From an optimization exercise on the open Yosys and OpenROAD flow, aimed at small area and a short achievable clock period; shortcuts taken in it are not production practice. The RTL was checked by simulation tests, not by an equivalence proof against the original design. Power is estimated from default activity; no workload was simulated.

Design lc4_processor, start of the top module:
module lc4_processor
   (input  wire        clk,
    input  wire        rst,
    input  wire        gwe,
    output wire [15:0] o_cur_pc,
    input  wire [15:0] i_cur_insn,
    output wire [15:0] o_dmem_addr,
    input  wire [15:0] i_cur_dmem_data,
    output wire        o_dmem_we,
    output wire [15:0] o_dmem_towrite,
    output wire [1:0]  test_stall,
    output wire [15:0] test_cur_pc,
    output wire [15:0] test_cur_insn,
    output wire        test_regfile_we,
    output wire [2:0]  test_regfile_wsel,
    output wire [15:0] test_regfile_data,
    output wire        test_nzp_we,
    output wire [2:0]  test_nzp_new_bits,
    output wire        test_dmem_we,
    output wire [15:0] test_dmem_addr,
    output wire [15:0] test_dmem_data);
==> flow/config.mk <==
export PLATFORM = sky130hd
export DESIGN_NAME = lc4_processor
export DESIGN_NICKNAME = lc4_processor
export VERILOG_FILES = /design/flow/design.v
export SDC_FILE = /design/flow/constraint.sdc
export NUM_CORES = 4
export LEC_CHECK = 0
export ABC_AREA = 1
export CAP_MARGIN = 20
export CORE_MARGIN = 2
export CORE_UTILIZATION = 40
export CTS_BUF_LIST = sky130_fd_sc_hd__clkbuf_8
export SLEW_MARGIN = 20
==> flow/constraint.sdc <==
create_clock -name core_clock -period 40.0 [get_ports {clk}]
set_input_delay 8.0000 -clock core_clock [delete_from_list [all_inputs] [get_ports {clk}]]
set_output_delay 8.0000 -clock core_clock [all_outputs]
set_load 0.01 [all_outputs]
standard.sh (not shown) runs the stock make flow with config.mk's settings and CLKGATE_MAP_FILE= SYNTH_SCRIPT=/design/flow/synth_recipe.tcl, a recipe that flattens the netlist after the stock synthesis.
==> flow/flow/run.sh <==
#!/bin/bash
set -eo pipefail
cd "$(dirname "$0")/.."
export BUFFER_PORTS_ARGS="-buffer_cell sky130_fd_sc_hd__buf_1"
SETUP_SLACK_MARGIN=29 bash standard.sh cts > standard_cts.log 2>&1
bash standard.sh > standard.log 2>&1
The baseline ran to the end with no violations.
Edit:
--- a/flow/flow/run.sh
+++ b/flow/flow/run.sh
@@ -5 +5 @@
-SETUP_SLACK_MARGIN=29 bash standard.sh cts > standard_cts.log 2>&1
+SETUP_SLACK_MARGIN=27.6 bash standard.sh cts > standard_cts.log 2>&1
Maximum frequency drops slightly. Worst setup slack degrades by 150 ps. Combinational power went down by about a fifth. Utilization fell by 2.9 points. Register-to-register slack loses 150 ps. Cell count decreases slightly. Total power goes down by roughly a tenth. Clock-buffer cell count rises by 2. Hold slack gets worse by 5.6 ps. First-iteration DRC count is lower by roughly a tenth. Sequential share of layout area is higher by 1.2 points.

---

Starting RTL as in the previous note.
clock: 40.0 ns
lec_check: 0
abc_area: 1
cap_margin: 20
core_margin: 2
core_utilization: 40
cts_buf_list: sky130_fd_sc_hd__clkbuf_8
slew_margin: 20
tns_end_percent: 5
==> flow/flow/run.sh <==
#!/bin/bash
set -eo pipefail
cd "$(dirname "$0")/.."
export BUFFER_PORTS_ARGS="-buffer_cell sky130_fd_sc_hd__buf_1"
SETUP_SLACK_MARGIN=27 bash standard.sh cts > standard_cts.log 2>&1
bash standard.sh > standard.log 2>&1
Edit:
==> flow/flow/run.sh (replaced) <==
#!/bin/bash
set -o pipefail
cd "$(dirname "$0")/.."
export SETUP_SLACK_MARGIN=27
bash standard.sh > standard.log 2>&1
Settings changed: CTS_BUF_LIST sky130_fd_sc_hd__clkbuf_8 to unset, TNS_END_PERCENT 5 to unset.
Result:
- The changed run produced a clean layout
- non-clock buffer count goes up by 223
- utilization goes up by 7.7 points
- setup slack improves by 0.89 ns
Edit:
==> flow/flow/run.sh (replaced) <==
#!/bin/bash
set -eo pipefail
cd "$(dirname "$0")/.."
export BUFFER_PORTS_ARGS="-buffer_cell sky130_fd_sc_hd__buf_1"
SETUP_SLACK_MARGIN=27.6 bash standard.sh cts > standard_cts.log 2>&1
bash standard.sh > standard.log 2>&1
Settings changed: CTS_BUF_LIST set to sky130_fd_sc_hd__clkbuf_4.
The changed run finished clean; global-route usage came out higher by 0.98 points; area after synthesis is unchanged; final cell count came out lower by 0.57%.
Edit:
==> flow/run.sh (new file) <==
#!/bin/bash
# synth_recipe.tcl (not shown) runs the flow's synth.tcl, then flattens the netlist and writes it again
# the make line also repeats each setting of config.mk as NAME=value (left out here)
make -C /OpenROAD-flow-scripts/flow DESIGN_CONFIG=/design/flow/config.mk WORK_HOME=/design/flow/orfs CLKGATE_MAP_FILE= SYNTH_SCRIPT=/design/flow/synth_recipe.tcl finish
Settings changed: CTS_BUF_LIST sky130_fd_sc_hd__clkbuf_4 to unset.
removed: flow/flow/run.sh
removed: flow/standard.sh
Hold slack gets better by 0.013 ns.
Sequential power stays flat.
Worst setup slack gets worse by 3.8 ns.
Clock skew drops by 0.060 ns.
Design area drops by 3.7%.

---

run A:
Starting RTL as in the previous note.
Settings: LEC_CHECK=0, ABC_AREA=1, CAP_MARGIN=20, CORE_MARGIN=2, CORE_UTILIZATION=40, SLEW_MARGIN=20; clock period 40.0 ns.
==> flow/flow/run.sh <==
#!/bin/bash
set -eo pipefail
cd "$(dirname "$0")/.."
SETUP_SLACK_MARGIN=27 bash standard.sh cts > standard_cts.log 2>&1
bash standard.sh > standard.log 2>&1
Run A reached the final stage; the timing, design-rule and antenna checks on its layout passed.
Here is what was changed in the inputs of run B compared with run A.
- a change of CORE_UTILIZATION from 40 to 55
- an added CTS_BUF_LIST of sky130_fd_sc_hd__clkbuf_8
==> flow/flow/run.sh <==
#!/bin/bash
set -eo pipefail
cd "$(dirname "$0")/.."
export BUFFER_PORTS_ARGS="-buffer_cell sky130_fd_sc_hd__buf_1"
SETUP_SLACK_MARGIN=27 bash standard.sh cts > standard_cts.log 2>&1
bash standard.sh > standard.log 2>&1
## What came out
- Run B did not stop at any stage, and its layout met the timing, design-rule and antenna checks.
- Run B and run A ended up with roughly the same worst hold margin.
- Of run A and run B, the run reporting the higher global-route usage was run B.
- Share of the final layout cell area in multi-input gates (lower): run A
- Run B: sequential portion of the cell area higher than run A
#### Input delta (run C over run B)
- swapping 55 for 40 in CORE_UTILIZATION
[summary]
Looking at the reports, run C completed the entire flow and the layout it produced met the timing, design-rule and antenna checks.
Against run B as the reference, run C delivers a higher design area.
Compared with run B, in run C number of standard cells in the layout, taps in and fillers out rose by about 5%; met2 track demand over resource fell by 16 points; period utilization fell by 0.40 points; total power fell by 2.0%; time the final worst path needs with I/O delays and setup fell by 0.16 ns.
Status: number of global-route vias before repair parity (run C, run B)

---

lc4_processor, a different RTL version from the one above (not shown whole).
For scale: ~5200 cells after synthesis, ~380 flip-flops, roughly 33000 um^2 of cells after synthesis.
==> flow/design.v (excerpt) <==
module lc4_processor
   (input  wire        clk,
    input  wire        rst,
    input  wire        gwe,
    output wire [15:0] o_cur_pc,
    input  wire [15:0] i_cur_insn,
    output wire [15:0] o_dmem_addr,
    input  wire [15:0] i_cur_dmem_data,
    output wire        o_dmem_we,
    output wire [15:0] o_dmem_towrite,
    output wire [1:0]  test_stall,
    output wire [15:0] test_cur_pc,
    output wire [15:0] test_cur_insn,
    output wire        test_regfile_we,
    output wire [2:0]  test_regfile_wsel,
    output wire [15:0] test_regfile_data,
    output wire        test_nzp_we,
    output wire [2:0]  test_nzp_new_bits,
    output wire        test_dmem_we,
    output wire [15:0] test_dmem_addr,
    output wire [15:0] test_dmem_data);
export LEC_CHECK = 0
export ABC_AREA = 1
export CAP_MARGIN = 20
export CORE_MARGIN = 2
export CORE_UTILIZATION = 40
export CTS_BUF_LIST = sky130_fd_sc_hd__clkbuf_8
export SLEW_MARGIN = 20
create_clock -name core_clock -period 40.0 [get_ports {clk}]
==> flow/flow/run.sh <==
#!/bin/bash
set -eo pipefail
cd "$(dirname "$0")/.."
export BUFFER_PORTS_ARGS="-buffer_cell sky130_fd_sc_hd__buf_1"
SETUP_SLACK_MARGIN=28 bash standard.sh cts > standard_cts.log 2>&1
SETUP_SLACK_MARGIN=27.5 bash standard.sh > standard.log 2>&1
Rerun with:
==> flow/flow/run.sh (replaced) <==
#!/bin/bash
set -eo pipefail
cd "$(dirname "$0")/.."
export BUFFER_PORTS_ARGS="-buffer_cell sky130_fd_sc_hd__buf_1"
SETUP_SLACK_MARGIN=28.7 bash standard.sh cts > standard_cts.log 2>&1
bash standard.sh > standard.log 2>&1
What happened:
- The changed run completed without violations
- hold slack hardly moves
- final area stays flat
- core utilization hardly moves
- first-iteration DRC count is lower by 2.7%
Rerun with:
--- a/flow/flow/run.sh
+++ b/flow/flow/run.sh
@@ -5 +5 @@
-SETUP_SLACK_MARGIN=28.7 bash standard.sh cts > standard_cts.log 2>&1
+SETUP_SLACK_MARGIN=28 bash standard.sh cts > standard_cts.log 2>&1
--- a/flow/config.mk
+++ b/flow/config.mk
@@ -11 +11 @@
-export CORE_UTILIZATION = 40
+export CORE_UTILIZATION = 50
@@ -12,0 +13,2 @@
+export CTS_CLUSTER_SIZE = 20
+export PLACE_DENSITY = 0.7
=> Clock power falls by 14%; die area falls by 20%; design area falls by 7.4%; critical path depth falls by 2; routed wire length falls by 7.7%.

---

Starting RTL as in the previous note.
==> flow/design.v (excerpt) <==
module lc4_processor
   (input  wire        clk,
    input  wire        rst,
    input  wire        gwe,
    output wire [15:0] o_cur_pc,
    input  wire [15:0] i_cur_insn,
    output wire [15:0] o_dmem_addr,
    input  wire [15:0] i_cur_dmem_data,
    output wire        o_dmem_we,
    output wire [15:0] o_dmem_towrite,
    output wire [1:0]  test_stall,
    output wire [15:0] test_cur_pc,
    output wire [15:0] test_cur_insn,
    output wire        test_regfile_we,
    output wire [2:0]  test_regfile_wsel,
    output wire [15:0] test_regfile_data,
    output wire        test_nzp_we,
    output wire [2:0]  test_nzp_new_bits,
    output wire        test_dmem_we,
    output wire [15:0] test_dmem_addr,
    output wire [15:0] test_dmem_data);
==> flow/config.mk <==
export PLATFORM = sky130hd
export DESIGN_NAME = lc4_processor
export DESIGN_NICKNAME = lc4_processor
export VERILOG_FILES = /design/flow/design.v
export SDC_FILE = /design/flow/constraint.sdc
export NUM_CORES = 4
export LEC_CHECK = 0
export ABC_AREA = 1
export CAP_MARGIN = 20
export CORE_MARGIN = 2
export CORE_UTILIZATION = 40
export CTS_BUF_LIST = sky130_fd_sc_hd__clkbuf_8
export SLEW_MARGIN = 20
==> flow/constraint.sdc <==
create_clock -name core_clock -period 40.0 [get_ports {clk}]
set_input_delay 8.0000 -clock core_clock [delete_from_list [all_inputs] [get_ports {clk}]]
set_output_delay 8.0000 -clock core_clock [all_outputs]
set_load 0.01 [all_outputs]
==> flow/flow/run.sh <==
#!/bin/bash
set -eo pipefail
cd "$(dirname "$0")/.."
export BUFFER_PORTS_ARGS="-buffer_cell sky130_fd_sc_hd__buf_1"
SETUP_SLACK_MARGIN=28 bash standard.sh cts > standard_cts.log 2>&1
bash standard.sh > standard.log 2>&1
The first run produced a clean layout.
Change:
- CORE_UTILIZATION: 40 -> 50
- PLACE_DENSITY: not set -> 0.7
=> The new run finished clean. Area after synthesis is unchanged. Setup slack degrades by 0.099 ns. Fmax falls slightly. Die area shrinks by about a fifth. Sequential power barely changes. Clock power came out lower by roughly a tenth. First-iteration DRC count is higher by a few percent. Power went down by a few percent. Combinational power drops by a few percent. Design area goes down by a few percent.

==> afterwards: timing with drivers on the ports <==
Ports are ideal in the flow. The routed layouts listed here were re-timed in OpenROAD. Step 1 assumes that a clkbuf_16 drives the clock port and a buf_2 every other input. Step 2 moves the port delays by t, midway between the first and last clock arrival at a register: inputs arrive t later, outputs are due t later. That takes back most of the time a late clock gives input paths. Slacks: ideal / step 1 / step 2; pairs: ideal / step 1.
run | t, ns | setup slack, ns | worst setup path at the end | worst data-port slew with drivers (ns) | pins driven straight from the clock port
the first run of note 1 | 0.680 | 27.280 / 27.280 / 27.280 | register to register | 0.05 | 1
the second run of note 1 | 0.672 | 27.134 / 27.134 / 27.134 | register to register | 0.07 | 1
the first run of note 2 | 0.671 | 26.170 / 26.170 / 26.170 | register to register | 0.07 | 1
the second run of note 2 | 0.596 | 27.058 / 27.058 / 27.058 | register to register | 0.05 | 1
the third run of note 2 | 0.831 | 27.077 / 27.077 / 27.077 | register to register | 0.07 | 1
the fourth run of note 2 | 0.594 | 23.326 / 23.326 / 23.326 | register to register | 0.05 | 1
run A | 0.593 | 26.634 / 26.634 / 26.634 | register to register | 0.05 | 1
run B | 0.661 | 26.436 / 26.436 / 26.436 | register to register | 0.06 | 1
run C | 0.677 | 26.595 / 26.595 / 26.595 | register to register | 0.08 | 1
the first run of note 4 | 0.696 | 27.897 / 27.834 / 27.990 | register to register | 0.04 | 1
the second run of note 4 | 0.696 | 28.192 / 28.192 / 28.192 | register to register | 0.04 | 1
the third run of note 4 | 0.702 | 27.524 / 27.524 / 27.524 | register to register | 0.05 | 1
the first run of note 5 | 0.700 | 27.623 / 27.623 / 27.623 | register to register | 0.04 | 1
the second run of note 5 | 0.702 | 27.524 / 27.524 / 27.524 | register to register | 0.05 | 1
After both steps setup and hold are still met in every run listed.
